What follows belongs to an exercise in optimizing a design on an open flow for small area; a production flow would make more cautious choices.
The RTL was checked by simulation tests, not by an equivalence proof against the original design.
The clock cells of runs 2 to 7 come from the design's own scripts or RTL, not from TritonCTS.
The clock port is modelled as an ideal driver, which makes a skipped or thinned clock tree look cheaper than it is; a real chip needs a root buffer or a tree.
Power is estimated from default activity; no workload was simulated.

--- flow/design.v ---
module HighClockToLowClock(HighClock, resetn, HighFreq, LowFreq, LowClock);
	input HighClock;
	input resetn;
	input [31:0] HighFreq;
	input [31:0] LowFreq;
	output reg LowClock;
	reg  [31:0] rn;
	wire [32:0] c;
	wire [31:0] s;
	assign c[0] = 1'b0;
	genvar i;
	generate
		for (i = 0; i < 32; i = i + 1) begin : add
			assign s[i]   = rn[i] ^ LowFreq[i] ^ c[i];
			assign c[i+1] = (rn[i] & LowFreq[i]) | (rn[i] & c[i]) | (LowFreq[i] & c[i]);
		end
	endgenerate
	wire hit = c[32];
	wire load = hit | !resetn;
	always @(posedge HighClock)
		rn <= load ? ~HighFreq : s;
	always @(posedge HighClock or negedge resetn)
		if (!resetn)
			LowClock <= 1'b0;
		else if (hit)
			LowClock <= !LowClock;
endmodule
--- flow/config.mk ---
export PLATFORM = sky130hd
export DESIGN_NAME = HighClockToLowClock
export DESIGN_NICKNAME = HighClockToLowClock
export VERILOG_FILES = /design/flow/design.v
export SDC_FILE = /design/flow/constraint.sdc
export NUM_CORES = 4
export LEC_CHECK = 0
export ABC_CLOCK_PERIOD_IN_PS = 80000
export CAP_MARGIN = 20
export CORE_MARGIN = 2
export CORE_UTILIZATION = 75
export PLACE_DENSITY = 0.85
export SLEW_MARGIN = 20
--- flow/flow/cts_one_buffer.tcl ---
# Clock tree of a single buffer: HighClock drives one clock buffer, which
# drives every clock sink. Runs before ORFS's CTS step, which is then skipped.
set clk_buf_cell $::env(CLK_BUF_CELL)
set block [ord::get_db_block]
set clk_net [$block findNet HighClock]
set master [[ord::get_db] findMaster $clk_buf_cell]
set buf_inst [odb::dbInst_create $block $master clkbuf_root]
set leaf_net [odb::dbNet_create $block clknet_leaf]
$leaf_net setSigType CLOCK
set sx 0
set sy 0
set n 0
foreach iterm [$clk_net getITerms] {
  set inst [$iterm getInst]
  set loc [$inst getLocation]
  set sx [expr {$sx + [lindex $loc 0]}]
  set sy [expr {$sy + [lindex $loc 1]}]
  incr n
  $iterm disconnect
  $iterm connect $leaf_net
}
[$buf_inst findITerm A] connect $clk_net
[$buf_inst findITerm X] connect $leaf_net
$buf_inst setLocation [expr {$sx / $n}] [expr {$sy / $n}]
$buf_inst setPlacementStatus PLACED
puts "cts_one_buffer: $clk_buf_cell drives $n clock sinks"

proc clock_tree_synthesis { args } {
  puts "clock_tree_synthesis skipped: the clock tree was built by cts_one_buffer.tcl"
}
--- flow/standard.sh ---
#!/bin/bash
# synth_recipe.tcl (not shown) runs the flow's synth.tcl, then flattens the netlist and writes it again
# the make line also repeats each setting of config.mk as NAME=value (left out here)
make -C /OpenROAD-flow-scripts/flow DESIGN_CONFIG=/design/flow/config.mk WORK_HOME=/design/flow/orfs CLKGATE_MAP_FILE= SYNTH_SCRIPT=/design/flow/synth_recipe.tcl "${@:-finish}"
--- flow/flow/equiv.ys ---
# Formal check: the remapped netlist (gate) against the standard synthesis (gold).
read_liberty -ignore_miss_func -ignore_miss_dir /OpenROAD-flow-scripts/flow/platforms/sky130hd/lib/sky130_fd_sc_hd__tt_025C_1v80.lib
read_verilog GOLD_V
rename HighClockToLowClock gold
read_verilog GATE_V
rename HighClockToLowClock gate
hierarchy -check
flatten gold gate
proc
opt_clean
async2sync
equiv_make gold gate equiv
hierarchy -top equiv
equiv_simple -seq 2
equiv_induct
equiv_status -assert
--- flow/flow/run.sh ---
#!/bin/bash
# ORFS layout (the standard.sh) with these changes:
#  - after the standard synthesis, its next-state logic is re-mapped by hand
#    (flow/remap.py), keeping every register instance as synthesis made it; a
#    yosys equivalence check (flow/equiv.ys) against the standard netlist must
#    pass before the re-mapped netlist is used;
#  - every port gets the smallest buffer (buf_1);
#  - the clock tree is one clkbuf_16 at the centre of the flip-flops
#    (flow/cts_one_buffer.tcl) instead of an H-tree.
set -euo pipefail
here=$(pwd)
export BUFFER_PORTS_ARGS="-buffer_cell sky130_fd_sc_hd__buf_1"
export CLK_BUF_CELL=sky130_fd_sc_hd__clkbuf_16
export PRE_CTS_TCL="$here/flow/cts_one_buffer.tcl"
YOSYS=$(command -v yosys || echo "$FLOW_HOME/../tools/install/yosys/bin/yosys")

bash standard.sh synth > synth.log 2>&1

res=$here/orfs/results/$FLOW_PLATFORM/HighClockToLowClock/base
cp "$res/1_2_yosys.v" "$here/standard_netlist.v"
python3 flow/remap.py "$here/standard_netlist.v" "$here/remapped.v" > remap.log 2>&1
sed -e "s|GOLD_V|$here/standard_netlist.v|" -e "s|GATE_V|$here/remapped.v|" \
  flow/equiv.ys > equiv_run.ys
"$YOSYS" -l equiv.log equiv_run.ys > /dev/null 2>&1
cp "$here/remapped.v" "$res/1_2_yosys.v"
rm -f "$res/1_synth.odb" "$res/1_synth.sdc"
echo "remapped netlist is equivalent to the standard synthesis; using it"

bash standard.sh > standard.log 2>&1
--- flow/constraint.sdc ---
create_clock -name core_clock -period 100.0 [get_ports {HighClock}]
set_input_delay 20.0000 -clock core_clock [delete_from_list [all_inputs] [get_ports {HighClock}]]
set_output_delay 20.0000 -clock core_clock [all_outputs]
set_load 0.01 [all_outputs]
--- flow/flow/remap.py ---
#!/usr/bin/env python3
"""Rewrite the combinational logic of the standard synthesis netlist.

Reads the standard synthesis netlist (argv[1]) only to copy its register
instances (names, cell types and nets unchanged), and writes (argv[2]) a
netlist with the same registers and a hand-mapped next-state logic:

  ripple adder      {hit, s} = rn + LowFreq      (ha_1 + 31 fa_1)
  nsel              = resetn & ~hit              (nor2b_1)
  rn[i] next        = nsel ? s[i] : ~HighFreq[i] (nand2_1 + o21ai_0)
  LowClock next     = LowClock ^ hit             (xor2_1)

The flow checks the result against the standard netlist with a formal
equivalence check before using it.
"""
import re
import sys

src = open(sys.argv[1]).read()

# register instances of the standard netlist, copied verbatim
regs = {}
for m in re.finditer(r'\n(\s*sky130_fd_sc_hd__(df\w+)\s+(\S+)\s*\((.*?)\);)', src, re.S):
    body = m.group(4)
    pins = dict(re.findall(r'\.(\w+)\(([^()]*?)\s*\)', body))
    regs[m.group(3)] = (m.group(2), pins)

def find_reg(q):
    for name, (cell, pins) in regs.items():
        if pins.get('Q', '').strip() == q:
            return name, cell, pins
    raise SystemExit('remap: no register drives ' + q)

out = []
w = out.append
w('module HighClockToLowClock(HighClock, resetn, HighFreq, LowFreq, LowClock);')
w('  input HighClock;')
w('  input resetn;')
w('  input [31:0] HighFreq;')
w('  input [31:0] LowFreq;')
w('  output LowClock;')
w('  wire [32:1] c;')
w('  wire [31:0] s;')
w('  wire [31:0] t;')
w('  wire [31:0] d;')
w('  wire nsel;')
w('  wire lc_d;')
for i in range(32):
    w('  wire \\rn[%d] ;' % i)
w('  sky130_fd_sc_hd__ha_1 add_0 (.A(LowFreq[0]), .B(\\rn[0] ), .COUT(c[1]), .SUM(s[0]));')
for i in range(1, 32):
    w('  sky130_fd_sc_hd__fa_1 add_%d (.A(LowFreq[%d]), .B(\\rn[%d] ), .CIN(c[%d]), .COUT(c[%d]), .SUM(s[%d]));'
      % (i, i, i, i, i + 1, i))
w('  sky130_fd_sc_hd__nor2b_1 nsel_g (.A(c[32]), .B_N(resetn), .Y(nsel));')
for i in range(32):
    w('  sky130_fd_sc_hd__nand2_1 mux_a_%d (.A(nsel), .B(s[%d]), .Y(t[%d]));' % (i, i, i))
    w('  sky130_fd_sc_hd__o21ai_0 mux_b_%d (.A1(HighFreq[%d]), .A2(nsel), .B1(t[%d]), .Y(d[%d]));'
      % (i, i, i, i))
w('  sky130_fd_sc_hd__xor2_1 lc_g (.A(LowClock), .B(c[32]), .X(lc_d));')
for i in range(32):
    name, cell, pins = find_reg('\\rn[%d]' % i)
    if cell != 'dfxtp_1':
        raise SystemExit('remap: unexpected register cell ' + cell)
    w('  sky130_fd_sc_hd__dfxtp_1 %s  (.CLK(HighClock), .D(d[%d]), .Q(\\rn[%d] ));' % (name, i, i))
name, cell, pins = find_reg('LowClock')
if cell != 'dfrtp_1':
    raise SystemExit('remap: unexpected register cell ' + cell)
w('  sky130_fd_sc_hd__dfrtp_1 %s  (.CLK(HighClock), .D(lc_d), .Q(LowClock), .RESET_B(resetn));' % name)
if len(regs) != 33:
    raise SystemExit('remap: expected 33 registers, found %d' % len(regs))
w('endmodule')
open(sys.argv[2], 'w').write('\n'.join(out) + '\n')
==> flow_summary_export.csv, run 1 <==
group,metric,value,unit
place,place_congestion,0.659,
floorplanning,initial_utilization,80.4,%
synth,syn_nets,229,
place,placed_area,0.00188,sq mm
floorplanning,io_pins,67,
floorplanning,die_y,50.1,um
clocking,cts_resized,0,
status,status,"did not finish",
synth,syn_area,0.00159,sq mm
clocking,ctsHoldBuffers,0,
status,firstError,"[ERROR GRT-0232] Routing congestion too high. Check the congestion heatmap in the GUI.",
global_route,grt_start_max_net_pins,65,
status,lastStage,"global routing",
synth,avgSynthCellArea,12.2,sq um
global_route,grt_usage,66.1,%
place,dp_cells,224,
place,port_buffers,66,
floorplanning,row_count,16,
clocking,post_cts.repair.setup_buffers,0,
synth,ys_warn_count,1,
place,hpwl,3470,um
synth,synth_cells,131,
floorplanning,die_w,50.1,um
global_route,grt-ovfl-total,19,
[power groups by stage]
stage | Clock (W) | Sequential, W | Combinational (W)
2_1_floorplan | 0 | 0.0000201 | 0.0000113
3_5_place_dp | 0 | 0.0000206 | 0.0000176
3_3_place_gp | 0 | 0.0000203 | 0.0000146
4_1_cts | 0.00000383 | 0.0000209 | 0.0000208
[metal layers]
metal | overflow | GRT usage (%)
met5 | 0 | 0
met4 | 10 | 75.0
met3 | 0 | 38.5
met2 | 9 | 88.6
met1 | 0 | 65.4
[stage by stage]
stage	worst slack, ns	hold slack (ns)
floorplan	65.88	0.504
global placement	66.48	0.453
detailed placement	66.00	0.464
CTS	65.76	0.499
[worst min-delay path by stage]
stage,start,to,cells after the start
4_1_cts,LowClock,LowClock,1
2_1_floorplan,LowClock,LowClock,1
3_3_place_gp,LowClock,LowClock,1
3_5_place_dp,LowClock,LowClock,1
==> run 2: changes to the inputs <==
--- a/flow/config.mk
+++ b/flow/config.mk
@@ -10,4 +10,3 @@
 export CORE_MARGIN = 2
-export CORE_UTILIZATION = 75
-export PLACE_DENSITY = 0.85
+export CORE_UTILIZATION = 55
 export SLEW_MARGIN = 20
==> run 2 against run 1 <==
The run now finishes clean. Area after synthesis stayed put. Synthesized cell count is the same.
==> flow_summary_export.csv, run 2 <==
group,metric,value,unit
final_layout,area_growth,21.7,%
pwr,switching_share,33.8,%
sta,min_period,33.31,ns
final_layout,layout.cells.non_filler,230,
final_layout,layout_commonest_cell,"buf_1",
global_route,grt-ovfl-total,0,
worst_setup_path,path_common_cell,"fa_1",
route,vias_per_cell,4.83,
worst_setup_path,cp_num_buf_inv,2,
final_layout,multi_input_area,936,sq um
pwr,ir_drop,0.0000151,V
final_layout,reg.largest.list,"rn x32, LowClock x1",
place,dp_cells,228,
worst_setup_path,cpPeakStageDelay,0.44,ns
status,status,"no timing/DRC/antenna violations",
sta,slew_headroom,68.5,%
floorplanning,row_count,19,
worst_setup_path,cp-end-kind,"register",
worst_setup_path,start_kind,"input port",
sta,worst_pin_slew,0.472,ns
sta,period_share,33.3,%
route,drc,0,
pwr,pwr-share-clk,12.1,%
global_route,grt_pass1_wl,4820,um
route,vias,1111,
place,port_buffers,66,
pwr,combPwrFrac,39.8,%
clocking,post_cts.repair.setup_buffers,0,
worst_setup_path,crit_path_max_fanout,42,
worst_setup_path,crit_type,"in2reg",
final_layout,diodes,0,
route,wl_per_cell,12.0,um
place,hpwl,2310,um
floorplanning,io_pins,67,
clocking,clk_pin_slew_worst_paths,0.11,ns
pwr,p_sw,0.0000141,W
worst_setup_path,crit_slowest_cell,"fa_1",
sta,maxSlewViolCount,0,
global_route,grt_start_max_net_pins,65,
final_layout,largest_reg_flops,32,
pwr,p_leak,0.727,nW
clocking,ctsHoldBuffers,0,
synth,ys_warn_count,1,
clocking,clk-insertion-delay-late,0.17,ns
job,drv_cap,0,
sta,tns,0,ns
final_layout,fin_nets,299,
worst_setup_path,cp.required,100.11,ns
pwr,seqPwrFrac,48.1,%
floorplanning,dieArea,0.00334,sq mm
final_layout,layout-drive-gt1-share,1.51,%
floorplanning,initial_utilization,57.8,%
sta,rsz0062_at_grt,"false",
synth,syn_area,0.00159,sq mm
floorplanning,die_w,57.8,um
worst_setup_path,critPathArrivalTime,33.41,ns
global_route,grt_usage,18.3,%
sta,hold_viol_final,0,
sta,finalSetupViolations,0,
final_layout,mostFrequentLayoutCells,"66 x buf_1, 32 x nand2_1, 32 x o21ai_0, 32 x dfxtp_1, 31 x fa_1",
global_route,antenna_found_initial,0,
synth,syn_nets,229,
route,drt-initial-drc-count,32,
route,drtPass1Iterations,4,
min_path,hold_class,"reg2reg",
clocking,cts_resized,0,
route,ant_nets,0,
final_layout,final_util,70.4,%
final_layout,fillers,233,
floorplanning,core-area,0.00276,sq mm
final_layout,largest_register,"rn",
pwr,power,0.0000417,W
route,wirelength,2770,um
pwr,internal_power,0.0000276,W
worst_setup_path,crit_family,"adder cells",
sta,max_clock_freq,0.0300,GHz
sta,skew,0.00382,ns
global_route,grt_pass1_vias,1153,
place,place_congestion,0.662,
pwr,power_density,21.5,mW/mm^2
final_layout,seqCellArea,666,sq um
synth,synth_cells,131,
floorplanning,die_y,57.8,um
synth,avgSynthCellArea,12.2,sq um
==> run 2: worst paths after layout <==
kind | endpoint | cells after the start | slack [ns] | start
worst max register to register | rn[6] | 36 | 86.29 | rn[0]
worst min-delay path | LowClock | 1 | 0.48 | LowClock
worst min register to register | LowClock | 1 | 0.48 | LowClock
min in group asynchronous | LowClock | 1 | 19.58 | resetn
worst max-delay path | rn[6] | 37 | 66.69 | LowFreq[0]
max in group asynchronous | LowClock | 1 | 80.29 | resetn
==> run 2: power by group through the flow <==
stage | Clock [W] | Sequential (W) | Combinational [W]
after floorplan | 0 | 0.0000201 | 0.0000113
after detailed placement | 0 | 0.0000205 | 0.0000162
after CTS | 0.00000383 | 0.0000206 | 0.0000164
final | 0.00000503 | 0.0000200 | 0.0000166
after global placement | 0 | 0.0000202 | 0.0000148
after global routing | 0.00000567 | 0.0000208 | 0.0000201
==> run 2: cell type report <==
type                       count  share of cell area [%]
multi-input combinational     98                    48.2
tap                           31                    2.00
sequential                    33                    34.3
timing repair buffer          67                    14.2
buffer                         1                    1.29
==> run 2: worst register-to-register path: cells and delay by family (launching register included) <==
| family | cells | cell delay, ns |
|---|---|---|
| AOI/OAI and AO/OA | 1 | 0.07 |
| adders and majority gates | 32 | 12.48 |
| DFF | 1 | 0.32 |
| and+or+nand+nor | 2 | 0.52 |
| buffers and inverters | 1 | 0.24 |
==> run 2: metrics by stage <==
stage	hold WS (ns)	instance area, sq um	setup slack, ns
finish	0.480	1940	66.69
global route	0.493	1940	66.10
CTS	0.465	1910	66.07
detailed placement	0.461	1890	66.11
global placement	0.453	1890	66.35
floorplan	0.504	1590	65.88
==> run 2: routing by layer <==
layer / track usage (%) / vias up / share of wire, %
met5: 0 / - / 0
met4: 0.664 / 0 / 0.43
met3: 1.12 / 2 / 5.6
met2: 34.1 / 34 / 53
met1: 25.0 / 511 / 41
li1: - / 564 / -
==> run 3: changes to the inputs <==
--- a/flow/config.mk
+++ b/flow/config.mk
@@ -10,3 +10,3 @@
 export CORE_MARGIN = 2
-export CORE_UTILIZATION = 55
+export CORE_UTILIZATION = 45
 export SLEW_MARGIN = 20
==> run 3 against run 2 <==
Utilization shrank 12 points. Sequential power is essentially flat. Critical path depth is the same. Synthesized cell count is the same. Global-route usage shrank 3.1 points. Largest cell class unchanged. Largest power group unchanged.
==> flow_summary_export.csv, run 3 <==
group,metric,value,unit
place,hpwl,2300,um
final_layout,largest_register,"rn",
final_layout,layout.cells.non_filler,245,
sta,hold_viol_final,0,
sta,rsz0062_at_grt,"false",
route,wl_per_cell,11.4,um
floorplanning,dieArea,0.00403,sq mm
floorplanning,core-area,0.00336,sq mm
sta,worst_pin_slew,0.636,ns
global_route,grt_start_max_net_pins,65,
worst_setup_path,crit_type,"in2reg",
sta,period_share,33.4,%
global_route,grt_pass1_vias,1188,
min_path,hold_end,"LowClock",
status,status,"no timing/DRC/antenna violations",
final_layout,fin_nets,299,
global_route,antenna_found_initial,0,
sta,min_period,33.42,ns
final_layout,reg.largest.list,"rn x32, LowClock x1",
sta,finalSetupViolations,0,
floorplanning,die_y,63.5,um
clocking,post_cts.repair.setup_buffers,0,
place,port_buffers,66,
worst_setup_path,cp-end-kind,"register",
route,ant_nets,0,
synth,synth_cells,131,
route,vias,1109,
min_path,hold_class,"reg2reg",
job,drv_cap,0,
worst_setup_path,crit_slowest_cell,"nor2b_4",
sta,setup_ws,66.58,ns
worst_setup_path,start_kind,"input port",
min_path,min_from,"LowClock",
synth,syn_area,0.00159,sq mm
pwr,ir_drop,0.0000121,V
floorplanning,row_count,21,
min_path,holdPathStages,1,
final_layout,area_growth,22.9,%
sta,maxSlewViolCount,0,
final_layout,layout-drive-gt1-share,1.51,%
route,wirelength,2790,um
global_route,grt_usage,15.2,%
worst_setup_path,r2r_setup_slack,86.17,ns
worst_setup_path,cp.required,100.10,ns
synth,avgSynthCellArea,12.2,sq um
clocking,clk-insertion-delay-late,0.18,ns
pwr,power_density,21.3,mW/mm^2
place,dp_cells,243,
floorplanning,initial_utilization,47.4,%
worst_setup_path,path_common_cell,"fa_1",
synth,ys_warn_count,1,
place,dp_worst_setup_slack,66.08,ns
worst_setup_path,cpPeakStageDelay,0.55,ns
clocking,ctsHoldBuffers,0,
floorplanning,die_w,63.5,um
floorplanning,io_pins,67,
worst_setup_path,r2r-start,"rn[0]",
sta,slew_headroom,57.5,%
final_layout,largest_reg_flops,32,
worst_setup_path,r2r_end,"rn[4]",
final_layout,layout_commonest_cell,"buf_1",
route,drtPass1Iterations,3,
synth,syn_nets,229,
clocking,clk_pin_slew_worst_paths,0.12,ns
final_layout,mostFrequentLayoutCells,"66 x buf_1, 32 x nand2_1, 32 x o21ai_0, 32 x dfxtp_1, 31 x fa_1",
route,drt-initial-drc-count,16,
final_layout,diodes,0,
route,vias_per_cell,4.53,
global_route,grt_pass1_wl,5000,um
clocking,cts_resized,0,
worst_setup_path,crit_path_max_fanout,33,
worst_setup_path,critPathArrivalTime,33.52,ns
global_route,grt-ovfl-total,0,
place,place_congestion,0.687,
sta,skew,0.00176,ns
route,drc,0,
sta,tns,0,ns
worst_setup_path,reg2regPathDepth,36,
sta,max_clock_freq,0.0299,GHz
pwr,p_leak,0.727,nW
run 3: area by class of cell:
cell class,instances,area (sq um)
plain buffers,1,25.0
fillers,324,1400
multi-input cells,98,936
flip-flops and latches,33,666
well taps,46,57.6
repair buffers,67,275
run 3: critical path, delay by kind of cell:
kind                       cells  cell delay, ns
adders and majority gates     32           12.49
and+or+nand+nor                2            0.61
buffers and inverters          2            0.31
AOI/OAI and AO/OA              1            0.08
run 3: how the worst max path moves through the flow:
stage	startpoint	end	slack (ns)
6_report	LowFreq[0]	rn[4]	66.58
3_3_place_gp	LowFreq[0]	rn[5]	66.37
3_5_place_dp	LowFreq[0]	rn[4]	66.08
4_1_cts	LowFreq[0]	rn[4]	66.04
5_1_grt	LowFreq[0]	rn[4]	66.02
2_1_floorplan	LowFreq[0]	rn[0]	65.88
run 3: where the power goes:
group           total (W)  internal [W]  switching, W
Combinational   0.0000164    0.00000801    0.00000836
Sequential      0.0000200     0.0000176    0.00000241
Clock          0.00000530    0.00000188    0.00000342
run 3: through the flow:
step | total power (W) | utilization [%] | cell area [sq um] | hold WS [ns]
2_1_floorplan | 0.0000314 | - | 1590 | 0.504
3_3_place_gp | 0.0000351 | 56.7 | 1910 | 0.454
3_5_place_dp | 0.0000365 | 56.7 | 1910 | 0.456
4_1_cts | 0.0000405 | 57.4 | 1930 | 0.463
5_1_grt | 0.0000465 | 58.3 | 1960 | 0.489
6_report | 0.0000417 | 58.3 | 1960 | 0.478
run 3: routing by layer:
metal | routed length [um] | vias up | global-route usage, %
li1 | - | 563 | -
met3 | 199 | 2 | 1.61
met1 | 1230 | 506 | 20.6
met2 | 1340 | 38 | 27.5
met5 | 0 | - | 0
met4 | 18 | 0 | 0.815
==> run 4: changes to the inputs <==
--- a/flow/flow/remap.py
+++ b/flow/flow/remap.py
@@ -8,3 +8,3 @@
   ripple adder      {hit, s} = rn + LowFreq      (ha_1 + 31 fa_1)
-  nsel              = resetn & ~hit              (nor2b_1)
+  nsel              = resetn & ~hit              (nor2b_1, then buf_2)
   rn[i] next        = nsel ? s[i] : ~HighFreq[i] (nand2_1 + o21ai_0)
@@ -45,2 +45,3 @@
 w('  wire [31:0] d;')
+w('  wire nsel_n;')
 w('  wire nsel;')
@@ -53,3 +54,4 @@
       % (i, i, i, i, i + 1, i))
-w('  sky130_fd_sc_hd__nor2b_1 nsel_g (.A(c[32]), .B_N(resetn), .Y(nsel));')
+w('  sky130_fd_sc_hd__nor2b_1 nsel_g (.A(c[32]), .B_N(resetn), .Y(nsel_n));')
+w('  sky130_fd_sc_hd__buf_2 nsel_buf (.A(nsel_n), .X(nsel));')
 for i in range(32):
==> run 4 against run 3 <==
Register-to-register slack hardly changed. Global-route usage increased by 0.87 points. Sequential share of layout area is the same. First-iteration DRC count is 13% higher. Flip-flop and latch count stayed put. Critical path type unchanged. Largest cell class unchanged.
==> flow_summary_export.csv, run 4 <==
group,metric,value,unit
sta,min_period,33.42,ns
clocking,cts_resized,0,
sta,rsz0062_at_grt,"false",
clocking,clk-insertion-delay-late,0.17,ns
final_layout,layout-drive-gt1-share,1.51,%
synth,avgSynthCellArea,12.1,sq um
place,place_congestion,0.709,
sta,hold_viol_final,0,
pwr,power,0.0000419,W
route,ant_nets,0,
sta,worst_pin_slew,0.550,ns
place,hpwl,2400,um
final_layout,largest_reg_flops,32,
final_layout,largest_register,"rn",
final_layout,fin_nets,299,
worst_setup_path,cpPeakStageDelay,0.48,ns
place,port_buffers,66,
worst_setup_path,start_kind,"input port",
sta,tns,0,ns
status,status,"no timing/DRC/antenna violations",
worst_setup_path,crit_path_max_fanout,39,
route,vias_per_cell,4.55,
global_route,antenna_found_initial,0,
sta,max_clock_freq,0.0299,GHz
global_route,grt_pass1_wl,5240,um
worst_setup_path,path_common_cell,"fa_1",
final_layout,reg.largest.list,"rn x32, LowClock x1",
sta,skew,0.00322,ns
global_route,grt_usage,16.0,%
final_layout,diodes,0,
global_route,grt-ovfl-total,0,
route,drt-initial-drc-count,18,
floorplanning,row_count,21,
floorplanning,dieArea,0.00405,sq mm
floorplanning,initial_utilization,47.5,%
worst_setup_path,crit_slowest_cell,"nor2b_4",
synth,syn_nets,230,
final_layout,layout_commonest_cell,"buf_1",
route,wl_per_cell,12.0,um
worst_setup_path,cp-end-kind,"register",
pwr,p_leak,0.727,nW
worst_setup_path,r2r_setup_slack,86.18,ns
route,wirelength,2940,um
floorplanning,core-area,0.00336,sq mm
synth,ys_warn_count,1,
synth,synth_cells,132,
floorplanning,die_y,63.6,um
pwr,ir_drop,0.00000874,V
floorplanning,io_pins,67,
clocking,clk_pin_slew_worst_paths,0.11,ns
job,drv_cap,0,
route,drtPass1Iterations,4,
sta,finalSetupViolations,0,
clocking,post_cts.repair.setup_buffers,0,
worst_setup_path,critPathArrivalTime,33.52,ns
pwr,power_density,21.4,mW/mm^2
final_layout,area_growth,22.5,%
final_layout,mostFrequentLayoutCells,"66 x buf_1, 32 x nand2_1, 32 x o21ai_0, 32 x dfxtp_1, 31 x fa_1",
sta,maxSlewViolCount,0,
min_path,hold_class,"reg2reg",
sta,whs,0.491,ns
global_route,grt_start_max_net_pins,65,
worst_setup_path,cp.required,100.10,ns
global_route,grt_pass1_vias,1198,
synth,syn_area,0.00160,sq mm
route,drc,0,
sta,slew_headroom,63.3,%
clocking,ctsHoldBuffers,0,
sta,period_share,33.4,%
worst_setup_path,crit_type,"in2reg",
route,vias,1115,
floorplanning,die_w,63.6,um
## run 4: final timing paths
| path | start | endpoint | cells after the start |
|---|---|---|---|
| max in group asynchronous | resetn | LowClock | 1 |
| worst max register to register | rn[0] | rn[4] | 36 |
| worst max-delay path | LowFreq[0] | rn[4] | 37 |
| worst min register to register | LowClock | LowClock | 1 |
| min in group asynchronous | resetn | LowClock | 1 |
| worst min-delay path | LowClock | LowClock | 1 |
## run 4: critical path, delay by kind of cell
family	cells	cell delay (ns)
AO/OA/AOI/OAI	1	0.08
adder cells (fa/ha/maj)	32	12.57
buffers and inverters	2	0.31
AND/OR/NAND/NOR	2	0.54
## run 4: report_power, final
part	internal, W	switching (W)
Clock	0.00000187	0.00000315
Sequential	0.0000176	0.00000248
Combinational	0.00000816	0.00000860
Total	0.0000277	0.0000142
## run 4: per-layer routing
layer / GRT usage, % / vias up / share of wire, %
met5: 0 / - / 0
met4: 1.36 / 0 / 1.1
met2: 29.5 / 37 / 52
met1: 21.7 / 514 / 41
li1: - / 562 / -
met3: 0.893 / 2 / 6.0
## run 4: through the flow
| stage | instances | setup WS, ns | util (%) | area (sq um) |
|---|---|---|---|---|
| after floorplan | 132 | 67.12 | - | 1600 |
| after global placement | 243 | 66.34 | 56.7 | 1910 |
| after detailed placement | 243 | 66.03 | 56.7 | 1910 |
| after CTS | 244 | 65.97 | 57.4 | 1930 |
| after global routing | 245 | 66.05 | 58.3 | 1960 |
| final | 245 | 66.58 | 58.3 | 1960 |
## run 4: area by class of cell
cell class                      instances  area (sq um)
Fill cell                             328          1400
Tap cell                               46          57.6
Timing Repair Buffer                   67           275
Buffer                                  1          25.0
Multi-Input combinational cell         98           936
Sequential cell                        33           666
==> run 5: changes to the inputs <==
--- a/flow/config.mk
+++ b/flow/config.mk
@@ -11,2 +11,3 @@
 export CORE_UTILIZATION = 45
+export GPL_TIMING_DRIVEN = 0
 export SLEW_MARGIN = 20
==> run 5 against run 4 <==
Register-to-register slack worse by 0.12 ns. Clock skew up 0.0047 ns. Fmax down 0.33%. First-iteration DRC count grew 5.6%. Worst setup slack worse by 0.11 ns. Hold slack gained 0.00053 ns. Critical path depth shrank 1.
==> flow_summary_export.csv, run 5 <==
group,metric,value,unit
sta,period_share,33.5,%
floorplanning,dieArea,0.00405,sq mm
global_route,grt_pass1_vias,1220,
floorplanning,core-area,0.00336,sq mm
pwr,power_density,21.3,mW/mm^2
global_route,antenna_found_initial,0,
global_route,grt_usage,15.2,%
sta,rsz0062_at_grt,"false",
route,vias,1128,
synth,syn_nets,230,
clocking,clk_pin_slew_worst_paths,0.12,ns
clocking,cts_resized,0,
synth,syn_area,0.00160,sq mm
final_layout,largest_register,"rn",
sta,max_clock_freq,0.0298,GHz
worst_setup_path,cp.required,100.04,ns
pwr,p_leak,0.715,nW
worst_setup_path,crit_slowest_cell,"buf_2",
sta,hold_viol_final,0,
route,drtPass1Iterations,2,
final_layout,largest_reg_flops,32,
sta,finalSetupViolations,0,
floorplanning,initial_utilization,47.5,%
final_layout,layout-drive-gt1-share,1.01,%
final_layout,area_growth,20.7,%
sta,tns,0,ns
worst_setup_path,crit_type,"in2reg",
place,port_buffers,66,
global_route,grt-ovfl-total,0,
floorplanning,die_w,63.6,um
place,place_congestion,0.699,
route,wl_per_cell,11.4,um
pwr,ir_drop,0.0000133,V
final_layout,mostFrequentLayoutCells,"66 x buf_1, 32 x nand2_1, 32 x o21ai_0, 32 x dfxtp_1, 31 x fa_1",
route,drc,0,
worst_setup_path,cpPeakStageDelay,0.69,ns
floorplanning,die_y,63.6,um
floorplanning,io_pins,67,
clocking,ctsHoldBuffers,0,
sta,min_period,33.53,ns
job,drv_cap,0,
place,hpwl,2300,um
synth,synth_cells,132,
route,wirelength,2790,um
global_route,grt_start_max_net_pins,65,
worst_setup_path,critPathArrivalTime,33.57,ns
pwr,power,0.0000411,W
route,vias_per_cell,4.60,
final_layout,reg.largest.list,"rn x32, LowClock x1",
synth,avgSynthCellArea,12.1,sq um
worst_setup_path,path_common_cell,"fa_1",
final_layout,diodes,0,
synth,ys_warn_count,1,
final_layout,fin_nets,299,
route,drt-initial-drc-count,19,
clocking,post_cts.repair.setup_buffers,0,
floorplanning,row_count,21,
global_route,grt_pass1_wl,5060,um
sta,skew,0.00791,ns
status,status,"no timing/DRC/antenna violations",
final_layout,layout_commonest_cell,"buf_1",
clocking,clk-insertion-delay-late,0.18,ns
worst_setup_path,start_kind,"input port",
route,ant_nets,0,
min_path,hold_class,"reg2reg",
worst_setup_path,crit_path_max_fanout,64,
sta,worst_pin_slew,0.894,ns
worst_setup_path,cp-end-kind,"register",
sta,maxSlewViolCount,0,
sta,slew_headroom,40.4,%
run 5: path summary, 6_finish.rpt:
check                                 from       end  slack, ns  cells after the start
worst max-delay path            LowFreq[0]    rn[16]      66.47                     36
worst min-delay path              LowClock  LowClock       0.49                      1
worst max register to register       rn[0]    rn[16]      86.06                     35
worst min register to register    LowClock  LowClock       0.49                      1
max in group asynchronous           resetn  LowClock      80.33                      1
min in group asynchronous           resetn  LowClock      19.57                      1
run 5: stage by stage:
stage / hold WS, ns / instance area [sq um] / instances / setup slack, ns / utilization, %
finish: 0.491 / 1930 / 245 / 66.47 / 57.4
global route: 0.510 / 1930 / 245 / 65.84 / 57.4
CTS: 0.479 / 1930 / 245 / 66.17 / 57.4
detailed placement: 0.474 / 1900 / 244 / 66.21 / 56.6
global placement: 0.456 / 1900 / 244 / 66.45 / 56.6
floorplan: 0.504 / 1600 / 132 / 67.12 / -
run 5: cell type report:
type | count | area (sq um)
Buffer | 2 | 30.0
Fill cell | 307 | 1430
Multi-Input combinational cell | 98 | 928
Sequential cell | 33 | 666
Tap cell | 46 | 57.6
Timing Repair Buffer | 66 | 248
run 5: where the power goes:
group	switching [W]	total [W]	leakage, nW	internal, W
Combinational	0.00000831	0.0000159	0.421	0.00000761
Clock	0.00000323	0.00000511	0.0123	0.00000187
Sequential	0.00000242	0.0000200	0.281	0.0000176
Total	0.0000140	0.0000411	0.715	0.0000271
run 5: critical path, delay by kind of cell:
family	cells	cell delay [ns]
buffers and inverters	2	0.76
adder cells (fa/ha/maj)	32	12.46
AND/OR/NAND/NOR	1	0.12
AO/OA/AOI/OAI	1	0.18
run 5: layer usage:
metal	track usage [%]	vias to the layer above	part of all wire, %	wire, um
met5	0	-	0	0
met1	20.7	526	41	1160
li1	-	563	-	-
met3	0.893	2	6.8	191
met4	0.815	0	0.68	19
met2	27.9	37	51	1430
==> run 6: changes to the inputs <==
--- a/flow/flow/run.sh
+++ b/flow/flow/run.sh
@@ -7,4 +7,4 @@
 #  - every port gets the smallest buffer (buf_1);
-#  - the clock tree is one clkbuf_16 at the centre of the flip-flops
-#    (flow/cts_one_buffer.tcl) instead of an H-tree.
+#  - the clock tree is three clkbuf_4, each at the centre of its group of flip-flops
+#    (flow/cts_small_tree.tcl), instead of an H-tree.
 set -euo pipefail
@@ -12,4 +12,4 @@
 export BUFFER_PORTS_ARGS="-buffer_cell sky130_fd_sc_hd__buf_1"
-export CLK_BUF_CELL=sky130_fd_sc_hd__clkbuf_16
-export PRE_CTS_TCL="$here/flow/cts_one_buffer.tcl"
+export CLK_BUF_CELLS="sky130_fd_sc_hd__clkbuf_8 sky130_fd_sc_hd__clkbuf_4"
+export PRE_CTS_TCL="$here/flow/cts_small_tree.tcl"
 YOSYS=$(command -v yosys || echo "$FLOW_HOME/../tools/install/yosys/bin/yosys")
==> flow/flow/cts_small_tree.tcl (new file) <==
# Small clock tree: HighClock drives a few clock buffers ($::env(CLK_BUF_CELLS)),
# each driving one group of clock sinks. The sinks are sorted by x and split
# into contiguous groups sized in proportion to each buffer's drive strength;
# each buffer is placed at the centre of its group. Runs before ORFS's CTS
# step, which is then skipped.
set block [ord::get_db_block]
set clk_net [$block findNet HighClock]
set cells $::env(CLK_BUF_CELLS)

set sinks {}
foreach iterm [$clk_net getITerms] {
  set loc [[$iterm getInst] getLocation]
  lappend sinks [list [lindex $loc 0] [lindex $loc 1] $iterm]
}
set sinks [lsort -integer -index 0 $sinks]
set n [llength $sinks]

set total 0
foreach c $cells { incr total [lindex [split $c _] end] }

set start 0
set k 0
foreach c $cells {
  set drive [lindex [split $c _] end]
  incr k
  if { $k == [llength $cells] } {
    set end $n
  } else {
    set end [expr {$start + int(round(double($n) * $drive / $total))}]
  }
  set master [[ord::get_db] findMaster $c]
  set buf_inst [odb::dbInst_create $block $master clkbuf_$k]
  set leaf_net [odb::dbNet_create $block clknet_leaf_$k]
  $leaf_net setSigType CLOCK
  set sx 0
  set sy 0
  foreach s [lrange $sinks $start [expr {$end - 1}]] {
    set sx [expr {$sx + [lindex $s 0]}]
    set sy [expr {$sy + [lindex $s 1]}]
    set iterm [lindex $s 2]
    $iterm disconnect
    $iterm connect $leaf_net
  }
  set m [expr {$end - $start}]
  [$buf_inst findITerm A] connect $clk_net
  [$buf_inst findITerm X] connect $leaf_net
  $buf_inst setLocation [expr {$sx / $m}] [expr {$sy / $m}]
  $buf_inst setPlacementStatus PLACED
  puts "clock tree: $c drives $m clock sinks"
  set start $end
}

proc clock_tree_synthesis { args } {
  puts "clock_tree_synthesis skipped: the clock tree was built by cts_small_tree.tcl"
}
removed: flow/flow/cts_one_buffer.tcl
==> run 6 against run 5 <==
Power is 1.1% lower. Cell count is 0.41% higher. Via count is 1.5% higher. Combinational power hardly changed. Sequential power hardly changed. Global-route usage is 0.23 points higher. Flip-flop and latch count stayed put. Routed wire length is 0.18% higher. Hold slack better by 0.0052 ns. Synthesized cell count stayed put.
==> flow_summary_export.csv, run 6 <==
group,metric,value,unit
status,status,"no timing/DRC/antenna violations",
place,dp_cells,244,
place,dp_worst_setup_slack,66.21,ns
final_layout,layout-drive-gt1-share,1.50,%
place,place_congestion,0.699,
floorplanning,dieArea,0.00405,sq mm
global_route,grt_start_max_net_pins,65,
pwr,power_density,21.1,mW/mm^2
worst_setup_path,path_common_cell,"fa_1",
pwr,p_leak,0.714,nW
route,dr.max_layer_used,"met4",
synth,synth_cells,132,
worst_setup_path,crit_path_max_fanout,64,
sta,skew,0.00779,ns
final_layout,fin_nets,300,
floorplanning,die_w,63.6,um
sta,hold_viol_final,0,
sta,finalSetupViolations,0,
route,drc,0,
final_layout,largest_reg_flops,32,
floorplanning,io_pins,67,
route,drtPass1Iterations,3,
sta,setup_ws,66.47,ns
worst_setup_path,crit_type,"in2reg",
worst_setup_path,cpPeakStageDelay,0.68,ns
worst_setup_path,cp-end-kind,"register",
place,hpwl,2300,um
route,wirelength,2800,um
final_layout,seqCellArea,666,sq um
final_layout,layout_commonest_cell,"buf_1",
global_route,grt_pass1_vias,1236,
route,met3_length,208,um
route,drt-met1-wl,1130,um
sta,max_clock_freq,0.0298,GHz
clocking,cts_resized,0,
place,port_buffers,66,
clocking,ctsHoldBuffers,0,
final_layout,reg.largest.list,"rn x32, LowClock x1",
global_route,antenna_found_initial,0,
final_layout,layout.cells.non_filler,246,
sta,min_period,33.53,ns
clocking,clk_pin_slew_worst_paths,0.12,ns
job,drv_cap,0,
route,vias,1145,
floorplanning,initial_utilization,47.5,%
route,wl_met2,1420,um
worst_setup_path,critPathArrivalTime,33.57,ns
min_path,hold_class,"reg2reg",
clocking,clk-insertion-delay-late,0.18,ns
route,vias_per_cell,4.65,
worst_setup_path,crit_slowest_cell,"buf_2",
final_layout,area_growth,20.4,%
final_layout,largest_register,"rn",
sta,tns,0,ns
synth,syn_area,0.00160,sq mm
floorplanning,row_count,21,
global_route,grt-ovfl-total,0,
clocking,post_cts.repair.setup_buffers,0,
pwr,ir_drop,0.0000132,V
worst_setup_path,start_kind,"input port",
final_layout,fillers,309,
final_layout,multi_input_area,928,sq um
route,ant_nets,0,
route,wl_per_cell,11.4,um
final_layout,mostFrequentLayoutCells,"66 x buf_1, 32 x nand2_1, 32 x o21ai_0, 32 x dfxtp_1, 31 x fa_1",
global_route,grt_usage,15.4,%
worst_setup_path,crit_family,"adder cells",
floorplanning,core-area,0.00336,sq mm
worst_setup_path,cp.required,100.04,ns
global_route,grt_pass1_wl,5120,um
synth,avgSynthCellArea,12.1,sq um
sta,whs,0.497,ns
sta,worst_pin_slew,0.874,ns
final_layout,diodes,0,
sta,slew_headroom,41.7,%
sta,rsz0062_at_grt,"false",
route,drt-initial-drc-count,26,
synth,syn_nets,230,
sta,period_share,33.5,%
sta,maxSlewViolCount,0,
floorplanning,die_y,63.6,um
worst_setup_path,cp_num_buf_inv,2,
synth,ys_warn_count,1,
-- run 6: layer usage --
metal | global-route usage (%) | vias to the layer above
li1 | - | 565
met2 | 28.3 | 40
met5 | 0 | -
met1 | 20.3 | 536
met3 | 1.61 | 4
met4 | 1.63 | 0
-- run 6: cell type report --
class,instances,share of cell area [%]
plain buffers,3,1.36
multi-input cells,98,48.2
flip-flops and latches,33,34.6
well taps,46,2.99
repair buffers,66,12.9
-- run 6: worst register-to-register path, delay by kind of cell (launching register included) --
kind | cells | cell delay (ns)
buffers and inverters | 1 | 0.68
adder cells (fa/ha/maj) | 32 | 12.47
flip-flops | 1 | 0.32
AND/OR/NAND/NOR | 1 | 0.12
AO/OA/AOI/OAI | 1 | 0.21
-- run 6: report_power, final --
part           switching (W)  internal [W]  leakage, nW
registers         0.00000241     0.0000176        0.281
logic             0.00000827    0.00000759        0.421
clock network     0.00000328    0.00000143       0.0118
total              0.0000140     0.0000266        0.714
-- run 6: worst paths after layout --
path | slack, ns | cells past startpoint | end | start
hold / removal | 0.50 | 1 | LowClock | LowClock
min in group asynchronous | 19.56 | 1 | LowClock | resetn
max in group asynchronous | 80.33 | 1 | LowClock | resetn
setup reg to reg | 86.07 | 35 | rn[16] | rn[0]
setup / recovery | 66.47 | 36 | rn[16] | LowFreq[0]
hold reg to reg | 0.50 | 1 | LowClock | LowClock
-- run 6: metrics by stage --
stage	total power (W)	utilization (%)	cell area, sq um
2_1_floorplan	0.0000313	-	1600
5_1_grt	0.0000457	57.3	1930
4_1_cts	0.0000402	57.3	1930
3_3_place_gp	0.0000349	56.6	1900
6_report	0.0000406	57.3	1930
3_5_place_dp	0.0000364	56.6	1900
==> run 7: changes to the inputs <==
--- a/flow/flow/run.sh
+++ b/flow/flow/run.sh
@@ -12,3 +12,3 @@
 export BUFFER_PORTS_ARGS="-buffer_cell sky130_fd_sc_hd__buf_1"
-export CLK_BUF_CELLS="sky130_fd_sc_hd__clkbuf_8 sky130_fd_sc_hd__clkbuf_4"
+export CLK_BUF_CELLS="sky130_fd_sc_hd__clkbuf_4 sky130_fd_sc_hd__clkbuf_4 sky130_fd_sc_hd__clkbuf_4"
 export PRE_CTS_TCL="$here/flow/cts_small_tree.tcl"
==> run 7 against run 6 <==
Still clean on timing, DRC and antenna. Synthesized cell count did not move. Clock power barely moved. Via count barely moved. Power rose by 0.16%. Highest routed layer unchanged.
==> flow_summary_export.csv, run 7 <==
group,metric,value,unit
route,wirelength,2780,um
sta,slew_headroom,41.2,%
sta,tns,0,ns
synth,syn_area,0.00160,sq mm
final_layout,area_growth,20.5,%
worst_setup_path,crit_type,"in2reg",
global_route,grt_start_max_net_pins,65,
pwr,ir_drop,0.0000132,V
worst_setup_path,start_kind,"input port",
synth,syn_nets,230,
sta,setup_ws,66.46,ns
final_layout,diodes,0,
worst_setup_path,cp-end-kind,"register",
place,port_buffers,66,
min_path,hold_class,"reg2reg",
worst_setup_path,cp.required,100.02,ns
sta,rsz0062_at_grt,"false",
pwr,p_leak,0.716,nW
route,wl_per_cell,11.3,um
floorplanning,dieArea,0.00405,sq mm
synth,ys_warn_count,1,
final_layout,reg.largest.list,"rn x32, LowClock x1",
worst_setup_path,critPathArrivalTime,33.57,ns
global_route,antenna_found_initial,0,
final_layout,fin_nets,301,
final_layout,largest_reg_flops,32,
floorplanning,io_pins,67,
final_layout,largest_register,"rn",
route,vias_per_cell,4.63,
clocking,ctsHoldBuffers,0,
floorplanning,die_w,63.6,um
synth,synth_cells,132,
place,place_congestion,0.699,
floorplanning,die_y,63.6,um
sta,period_share,33.5,%
clocking,cts_resized,0,
route,ant_nets,0,
final_layout,mostFrequentLayoutCells,"66 x buf_1, 32 x nand2_1, 32 x o21ai_0, 32 x dfxtp_1, 31 x fa_1",
route,drt-initial-drc-count,27,
synth,avgSynthCellArea,12.1,sq um
place,dp_worst_setup_slack,66.21,ns
place,hpwl,2300,um
sta,maxSlewViolCount,0,
global_route,grt_pass1_vias,1239,
pwr,power,0.0000407,W
route,drc,0,
pwr,power_density,21.1,mW/mm^2
final_layout,layout-drive-gt1-share,1.99,%
sta,min_period,33.54,ns
sta,max_clock_freq,0.0298,GHz
sta,skew,0.00584,ns
floorplanning,core-area,0.00336,sq mm
route,drtPass1Iterations,3,
floorplanning,row_count,21,
final_layout,layout_commonest_cell,"buf_1",
sta,worst_pin_slew,0.883,ns
worst_setup_path,crit_path_max_fanout,64,
worst_setup_path,crit_family,"adder cells",
worst_setup_path,path_common_cell,"fa_1",
global_route,grt_pass1_wl,5130,um
sta,whs,0.492,ns
global_route,grt_usage,15.4,%
floorplanning,initial_utilization,47.5,%
worst_setup_path,crit_slowest_cell,"buf_2",
clocking,post_cts.repair.setup_buffers,0,
clocking,clk_pin_slew_worst_paths,0.11,ns
route,vias,1144,
sta,hold_viol_final,0,
global_route,grt-ovfl-total,0,
clocking,clk-insertion-delay-late,0.17,ns
worst_setup_path,cpPeakStageDelay,0.69,ns
sta,finalSetupViolations,0,
worst_setup_path,cp_num_buf_inv,2,
job,drv_cap,0,
status,status,"no timing/DRC/antenna violations",
final_layout,final_util,57.3,%
run 7: cell count changes in the layout (fill, tap and decap cells not counted), sizes merged:
| cell | change |
|---|---|
| clkbuf | +1 |
run 7: stage by stage:
| stage | instances | area (sq um) |
|---|---|---|
| 2_1_floorplan | 132 | 1600 |
| 3_3_place_gp | 244 | 1900 |
| 3_5_place_dp | 244 | 1900 |
| 4_1_cts | 247 | 1930 |
| 5_1_grt | 247 | 1930 |
| 6_report | 247 | 1930 |
run 7: path summary, 6_finish.rpt:
path | end | start | cells after the start | slack [ns]
min in group asynchronous | LowClock | resetn | 1 | 19.57
worst max-delay path | rn[10] | LowFreq[0] | 36 | 66.46
worst min-delay path | LowClock | LowClock | 1 | 0.49
worst min register to register | LowClock | LowClock | 1 | 0.49
worst max register to register | rn[10] | rn[0] | 35 | 86.06
max in group asynchronous | LowClock | resetn | 1 | 80.32
run 7: power by group:
group	internal, W	leakage, nW	total, W	switching (W)
clock network	0.00000144	0.0138	0.00000471	0.00000327
logic	0.00000761	0.421	0.0000159	0.00000831
registers	0.0000176	0.281	0.0000200	0.00000240
run 7: worst register-to-register path: cells and delay by family (launching register included):
kind,cells,cell delay [ns]
buffers and inverters,1,0.69
AND/OR/NAND/NOR,1,0.12
flip-flops,1,0.32
AO/OA/AOI/OAI,1,0.21
adder cells (fa/ha/maj),32,12.46
run 7: cell type report:
type / count / area [sq um]
tap: 46 / 57.6
sequential: 33 / 666
fill: 307 / 1440
multi-input combinational: 98 / 928
buffer: 4 / 27.5
timing repair buffer: 66 / 248
run 7: metal layers:
layer	track usage, %	vias up	share of wire (%)
met5	0	-	0
met4	1.63	0	1.3
met3	1.61	4	7.5
met2	28.4	41	51
met1	20.1	531	40
li1	-	568	-

## port drivers added, routing unchanged
The flow's constraints put no driver on any port. The routed layouts listed below were extracted and timed again, unchanged, in two steps. Step 1, drivers: a clkbuf_16 drives HighClock and a buf_2 each remaining input, both assumed. Step 2, shift: input delay + t, output delay - t, t = (earliest + latest rising clock arrival at the registers) / 2. This alone moves slack from input paths to output paths. Slacks: ideal / step 1 / step 2; pairs: ideal / step 1.
| run | shift t [ns] | setup slack, ns | hold WS [ns] | slew at the worst register clock pin (ns) |
|---|---|---|---|---|
| run 2 | 0.199 | 66.692 / 66.698 / 66.499 | 0.480 / 0.480 / 0.480 | 0.11 / 0.11 |
| run 3 | 0.205 | 66.581 / 66.588 / 66.383 | 0.478 / 0.478 / 0.478 | 0.12 / 0.12 |
| run 4 | 0.202 | 66.579 / 66.590 / 66.388 | 0.491 / 0.491 / 0.491 | 0.11 / 0.11 |
| run 5 | 0.201 | 66.467 / 66.473 / 66.272 | 0.491 / 0.491 / 0.491 | 0.12 / 0.12 |
| run 6 | 0.205 | 66.471 / 66.480 / 66.276 | 0.497 / 0.497 / 0.497 | 0.12 / 0.12 |
| run 7 | 0.199 | 66.457 / 66.466 / 66.268 | 0.492 / 0.492 / 0.492 | 0.11 / 0.11 |
After both steps every run listed still meets setup and hold. For run 3, which loses most, drivers alone change the setup slack by +0.007 ns; drivers and shift together by -0.198 ns.
